This is an optimization exercise on Yosys and OpenROAD, whose aim is small area and a short achievable clock period, not a production implementation.
The RTL was checked by simulation tests, not by an equivalence proof against the original design.

Setup of tundra:
==> flow/design.v (excerpt) <==
module processor
#(
	parameter DATA_WIDTH 	= 32,
	parameter OPCODE_WIDTH 	= 4,
	parameter ALU_OP_WIDTH  = 3,
	parameter DATAMEM_WIDTH = 8,
	parameter INSADDR_WIDTH	= 8,
	parameter INS_WIDTH		= OPCODE_WIDTH + DATAMEM_WIDTH
)
(
	input          clk, rst,
	input          [	INS_WIDTH-1:0] 	instr,
	output         [INSADDR_WIDTH-1:0] 	instr_addr,
	output         mem_wr,
	output         [ DATAMEM_WIDTH-1:0]	mem_addr,
	input  signed  [	DATA_WIDTH-1:0] mem_data_in,
	output signed  [	DATA_WIDTH-1:0] mem_data_out
);
Size: roughly 1000 cells after synthesis, ~48 flip-flops, ~95 I/O pins.
Settings: LEC_CHECK=0, ABC_AREA=1, CAP_MARGIN=20, CORE_MARGIN=2, CORE_UTILIZATION=40, CTS_BUF_LIST=sky130_fd_sc_hd__clkbuf_4 sky130_fd_sc_hd__clkbuf_8, SETUP_SLACK_MARGIN=3.6, SLEW_MARGIN=20; clock period 10.0 ns.
standard.sh (not shown) runs the stock make flow with config.mk's settings and CLKGATE_MAP_FILE= SYNTH_SCRIPT=/design/flow/synth_recipe.tcl, a recipe that flattens the netlist after the stock synthesis.
==> flow/flow/run.sh <==
#!/bin/bash
# Layout flow: the standard flow (standard.sh: ORFS synthesis to final
# layout, unchanged), with the port buffers made of plain buffers
# (sky130_fd_sc_hd__buf_N) instead of the delay buffer the resizer picks by
# default. Every input and output port still gets its own buffer.
export BUFFER_PORTS_ARGS="-buffer_cell sky130_fd_sc_hd__buf_${PORT_BUF:-2}"
bash standard.sh > standard.log 2>&1
The flow did not stop early for tundra: all stages ran, and the layout cleared the timing, DRC and antenna checks.
Relative to tundra, the following input files were edited for violet:
- a change of SETUP_SLACK_MARGIN from 3.6 to 4.5
--- outcome ---
violet: all stages complete, timing, DRC and antenna checks passed. In summary, tundra completed successfully, with a layout that passed the timing, DRC and antenna checks. Relative to tundra, violet improves total half-perimeter wirelength after legalization and detailed placement. Summary of violet over tundra: first-pass GRT wire length rose by about 11%; final area rose by 16%. Minimum clock period after layout down 0.38 ns in violet wrt tundra. Of violet and tundra, it is violet that has the higher routed wire length. tundra has a lower area growth from synthesis to layout than violet. Per the comparison of violet with tundra, register-to-register slack picked up an extra 0.30 ns; final cell count picked up an extra 52.
Inputs modified between violet and juniper:
- swapping 4.5 for 3 in SETUP_SLACK_MARGIN
--- outcome ---
Lower final period demand of the worst path goes to violet over juniper.
Against violet, juniper comes in 10 higher on largest fanout on the critical path.
Across both runs, combined area of the multi-input logic cells was lower for juniper than for violet.
juniper vs violet, post-route cell area went down by about 16%.


processor again, from the RTL that the note above started with.
## processor
module processor
#(
	parameter DATA_WIDTH 	= 32,
	parameter OPCODE_WIDTH 	= 4,
	parameter ALU_OP_WIDTH  = 3,
	parameter DATAMEM_WIDTH = 8,
	parameter INSADDR_WIDTH	= 8,
	parameter INS_WIDTH		= OPCODE_WIDTH + DATAMEM_WIDTH
)
(
	input          clk, rst,
	input          [	INS_WIDTH-1:0] 	instr,
	output         [INSADDR_WIDTH-1:0] 	instr_addr,
	output         mem_wr,
	output         [ DATAMEM_WIDTH-1:0]	mem_addr,
	input  signed  [	DATA_WIDTH-1:0] mem_data_in,
	output signed  [	DATA_WIDTH-1:0] mem_data_out
);
Settings: LEC_CHECK=0, ABC_AREA=1, CAP_MARGIN=20, CORE_MARGIN=2, CORE_UTILIZATION=40, CTS_BUF_LIST=sky130_fd_sc_hd__clkbuf_4 sky130_fd_sc_hd__clkbuf_8, SETUP_SLACK_MARGIN=4, SLEW_MARGIN=20; clock period 10.0 ns.
Scripts as last shown in full above: flow/flow/run.sh
Edit:
--- a/flow/flow/run.sh
+++ b/flow/flow/run.sh
@@ -5,3 +5,3 @@
 # default. Every input and output port still gets its own buffer.
-export BUFFER_PORTS_ARGS="-buffer_cell sky130_fd_sc_hd__buf_${PORT_BUF:-2}"
+export BUFFER_PORTS_ARGS="-buffer_cell sky130_fd_sc_hd__buf_1"
 bash standard.sh > standard.log 2>&1
--- a/flow/config.mk
+++ b/flow/config.mk
@@ -12,3 +12,3 @@
 export CTS_BUF_LIST = sky130_fd_sc_hd__clkbuf_4 sky130_fd_sc_hd__clkbuf_8
-export SETUP_SLACK_MARGIN = 4
+export SETUP_SLACK_MARGIN = 3
 export SLEW_MARGIN = 20
What happened:
- die area is unchanged
- setup slack degrades by 0.79 ns
- via count came out lower by 2.5%
- worst hold slack is about the same
- wire length decreases by about 4%
- synthesized cell count stays the same
- count of clock-buffer cells in the layout stays the same
- first-iteration DRC count is higher by 2.7%

[port drivers added, routing unchanged]
No port has a modelled driver above. Below, the same layouts with a new extraction and two added sets of constraints. Step 1 (the two cells are an assumption about what drives the block):
set clk [get_ports {clk}]
set_driving_cell -lib_cell sky130_fd_sc_hd__clkbuf_16 $clk
set_driving_cell -lib_cell sky130_fd_sc_hd__buf_2 [delete_from_list [all_inputs] $clk]
Step 2 also shifts input and output timing later by t, the mid clock arrival at the registers, as if the neighbouring blocks saw the same clock. Three values: no drivers, after step 1, after step 2; two values: the first two.
| run | shift t [ns] | setup slack, ns | hold WS [ns] |
|---|---|---|---|
| tundra | 0.390 | 3.913 / 3.936 / 3.546 | 0.602 / 0.602 / 0.602 |
| violet | 0.356 | 4.294 / 4.269 / 3.913 | 0.591 / 0.591 / 0.591 |
| juniper | 0.388 | 3.359 / 3.382 / 2.994 | 0.604 / 0.604 / 0.604 |
| the first run of note 2 | 0.381 | 4.162 / 4.186 / 3.805 | 0.602 / 0.602 / 0.602 |
| the second run of note 2 | 0.392 | 3.373 / 3.339 / 2.947 | 0.600 / 0.600 / 0.600 |
After both steps setup and hold are still met in every run listed. The setup slack of the second run of note 2, which loses most, moves by -0.034 ns with the drivers and by -0.426 ns with both steps.
